What follows belongs to an exercise in optimizing a design on an open flow for small area, a short achievable clock period and few clock cycles; a production flow would make more cautious choices. Where RTL was checked, it was by simulation tests only, not by an equivalence proof against the original. Power is estimated from default activity; no workload was simulated.

== the reference run ==
==> module blur_unit, before the edit <==
module blur_unit #(
    parameter W = 16,
    parameter FREE = 0
) (
    input wire clk_in,
    input wire rst_in,
    input wire in_v,
    input wire [7:0] in_d,
    input wire [2*$clog2(W)-1:0] in_addr,  
    output logic out_v,
    output logic [7:0] out_d,
    output logic [2*$clog2(W)-1:0] out_addr,
    output logic sub_v  
);
    localparam XW = $clog2(W);
    wire [XW-1:0] ix = in_addr[XW-1:0];
    wire [XW-1:0] iy = in_addr[2*XW-1:XW];
    logic [XW-1:0] fx;
    logic flushing;
    wire tok = in_v | flushing;
    logic [7:0] lb1 [0:W-1];
    logic [7:0] lb2 [0:W-2];
    logic [9:0] p;
    always_ff @(posedge clk_in) begin
        if (FREE || tok) begin
            lb1[0] <= in_d;
            lb2[0] <= (iy == 0) ? in_d : lb1[W-1];
            for (int k = 1; k < W; k++) lb1[k] <= lb1[k-1];
            for (int k = 1; k < W-1; k++) lb2[k] <= lb2[k-1];
            p <= {2'b00, lb2[W-2]} + {1'b0, lb1[W-2], 1'b0};
        end
    end
    wire [7:0] mid = lb1[W-1];
    wire [7:0] bot = flushing ? mid : in_d;
    wire [9:0] v = p + {2'b00, bot};
    wire vtok = (in_v && iy != 0) || flushing;
    wire [XW-1:0] vx = flushing ? fx : ix;
    wire vx0 = vx == 0;
    wire vxl = vx == W-1;
    always_ff @(posedge clk_in) begin
        if (rst_in) begin
            fx <= 0;
            flushing <= 0;
        end else begin
            if (in_v && ix == W-1 && iy == W-1) flushing <= 1;
            if (flushing) begin
                fx <= fx + 1'b1;
                if (fx == W-1) flushing <= 0;
            end
        end
    end
    logic [9:0] ha, hb;
    logic pend;
    wire [9:0] t3 = pend ? hb : p;
    wire [7:0] t4 = pend ? 8'd0 : bot;
    wire [11:0] hsum = {2'b00, ha} + {1'b0, hb, 1'b0} + {2'b00, t3} + {4'b0000, t4};
    wire htok = (vtok && !vx0) || pend;
    wire [2*XW-1:0] next_addr = out_addr + out_v;
    always_ff @(posedge clk_in) begin
        if (FREE || vtok) begin
            ha <= vx0 ? v : hb;
            hb <= v;
        end
        out_d <= hsum[11:4];
        if (rst_in) begin
            pend <= 0;
            out_v <= 0;
            sub_v <= 0;
            out_addr <= 0;
        end else begin
            pend <= vtok && vxl;
            out_v <= htok;
            sub_v <= htok && !next_addr[0] && !next_addr[XW];
            out_addr <= next_addr;
        end
    end
endmodule
==> flow/config.mk <==
export PLATFORM = sky130hd
export DESIGN_NAME = gaussian_pyramid
export DESIGN_NICKNAME = gaussian_pyramid
export VERILOG_FILES = /design/flow/design.v
export SDC_FILE = /design/flow/constraint.sdc
export NUM_CORES = 8
export LEC_CHECK = 0
export CAP_MARGIN = 20
export CORE_MARGIN = 2
export CORE_UTILIZATION = 60
export SLEW_MARGIN = 20
export SYNTH_MEMORY_MAX_BITS = 16384
==> flow/constraint.sdc <==
create_clock -name core_clock -period 10.0 [get_ports {clk_in}]
set_input_delay 2.0000 -clock core_clock [delete_from_list [all_inputs] [get_ports {clk_in}]]
set_output_delay 2.0000 -clock core_clock [all_outputs]
set_load 0.01 [all_outputs]
standard.sh (not shown) runs the stock make flow with config.mk's settings and CLKGATE_MAP_FILE= SYNTH_SCRIPT=/design/flow/synth_recipe.tcl, a recipe that flattens the netlist after the stock synthesis.
==> flow/flow/run.sh <==
#!/bin/bash
set -euo pipefail
bash standard.sh SETUP_SLACK_MARGIN=7 BUFFER_PORTS_ARGS=-buffer_cell\ sky130_fd_sc_hd__buf_2 CTS_ARGS=-sink_clustering_enable\ -repair_clock_nets\ -dont_use_dummy_load\ -sink_clustering_size\ 30\ -sink_clustering_max_diameter\ 60 finish > standard_flow.log 2>&1
#### Input delta (the trial run over the reference run)
--- a/flow/design.v
+++ b/flow/design.v
@@ -19,60 +19,65 @@
     wire [XW-1:0] iy = in_addr[2*XW-1:XW];
     logic [XW-1:0] fx;
     logic flushing;
     wire tok = in_v | flushing;
     logic [7:0] lb1 [0:W-1];
-    logic [7:0] lb2 [0:W-2];
-    logic [9:0] p;
+    logic [7:0] lb2 [0:W-1];
     always_ff @(posedge clk_in) begin
         if (FREE || tok) begin
             lb1[0] <= in_d;
             lb2[0] <= (iy == 0) ? in_d : lb1[W-1];
-            for (int k = 1; k < W; k++) lb1[k] <= lb1[k-1];
-            for (int k = 1; k < W-1; k++) lb2[k] <= lb2[k-1];
-            p <= {2'b00, lb2[W-2]} + {1'b0, lb1[W-2], 1'b0};
+            for (int k = 1; k < W; k++) begin
+                lb1[k] <= lb1[k-1];
+                lb2[k] <= lb2[k-1];
+            end
         end
     end
     wire [7:0] mid = lb1[W-1];
+    wire [7:0] top = lb2[W-1];
     wire [7:0] bot = flushing ? mid : in_d;
-    wire [9:0] v = p + {2'b00, bot};
+    wire [9:0] vsum = {2'b00, top} + {1'b0, mid, 1'b0} + {2'b00, bot};
     wire vtok = (in_v && iy != 0) || flushing;
-    wire [XW-1:0] vx = flushing ? fx : ix;
-    wire vx0 = vx == 0;
-    wire vxl = vx == W-1;
+    wire [XW-1:0] vxn = flushing ? fx : ix;
+    logic [9:0] vr;
+    logic vv, vx0, vxl;
     always_ff @(posedge clk_in) begin
+        vr <= vsum;
+        vx0 <= vxn == 0;
+        vxl <= vxn == W-1;
         if (rst_in) begin
             fx <= 0;
             flushing <= 0;
+            vv <= 0;
         end else begin
+            vv <= vtok;
             if (in_v && ix == W-1 && iy == W-1) flushing <= 1;
             if (flushing) begin
                 fx <= fx + 1'b1;
                 if (fx == W-1) flushing <= 0;
             end
         end
     end
     logic [9:0] ha, hb;
     logic pend;
-    wire [9:0] t3 = pend ? hb : p;
-    wire [7:0] t4 = pend ? 8'd0 : bot;
-    wire [11:0] hsum = {2'b00, ha} + {1'b0, hb, 1'b0} + {2'b00, t3} + {4'b0000, t4};
-    wire htok = (vtok && !vx0) || pend;
+    wire [9:0] tc = pend ? hb : vr;
+    wire [11:0] hsum = {2'b00, ha} + {1'b0, hb, 1'b0} + {2'b00, tc};
+    wire htok = (vv && !vx0) || pend;
     wire [2*XW-1:0] next_addr = out_addr + out_v;
     always_ff @(posedge clk_in) begin
-        if (FREE || vtok) begin
-            ha <= vx0 ? v : hb;
-            hb <= v;
+        if (FREE || vv) begin
+            ha <= vx0 ? vr : hb;
+            hb <= vr;
         end
         out_d <= hsum[11:4];
         if (rst_in) begin
             pend <= 0;
             out_v <= 0;
             sub_v <= 0;
             out_addr <= 0;
         end else begin
-            pend <= vtok && vxl;
+            pend <= vv && vxl;
             out_v <= htok;
             sub_v <= htok && !next_addr[0] && !next_addr[XW];
             out_addr <= next_addr;
         end
     end
## What came out
Looking only at proportion of power drawn by combinational gates, and setting everything else aside, the higher value of the reference run and the trial run goes to the reference run. The trial run vs. the reference run: post-layout net count shows a reduction of 450, part of the cycle the worst path needs shows a reduction of 2.1 points, maximum VDD drop down about 18%, worst-skew pair later-pin latency held, worst setup margin shows an increase of 210 ps. Core region area: lower on the trial run.
Testbench counts of the trial run, summed over its fixed seeds: cycles 7,392.
Only the layout flow was run in the reference run; the RTL was not checked for function there.

[port drivers added, routing unchanged]
In the flow no input, the clock included, has a driving cell. The finished layouts below were timed again as built, in two steps.
Step 1 sets driving cells, clkbuf_16 on the clock port and buf_2 on the other inputs (assumed; they add their load-dependent delay and slew).
Step 2 also shifts input and output timing later by t, the mid clock arrival at the registers, as if the neighbouring blocks saw the same clock.
Slacks: ideal ports / drivers / drivers and shift; pairs: ideal ports / drivers.
| run | t (ns) | setup WS [ns] | clock arrival spread, ns | worst register clock-pin slew, ns |
|---|---|---|---|---|
| the reference run | 0.664 | 6.622 / 6.622 / 6.512 | 0.100 / 0.099 | 0.11 / 0.11 |
| the trial run | 0.653 | 6.832 / 6.771 / 6.547 | 0.074 / 0.073 | 0.11 / 0.11 |
After both steps setup and hold are still met in every run listed. For the trial run, which loses most, drivers alone change the setup slack by -0.061 ns; drivers and shift together by -0.285 ns.
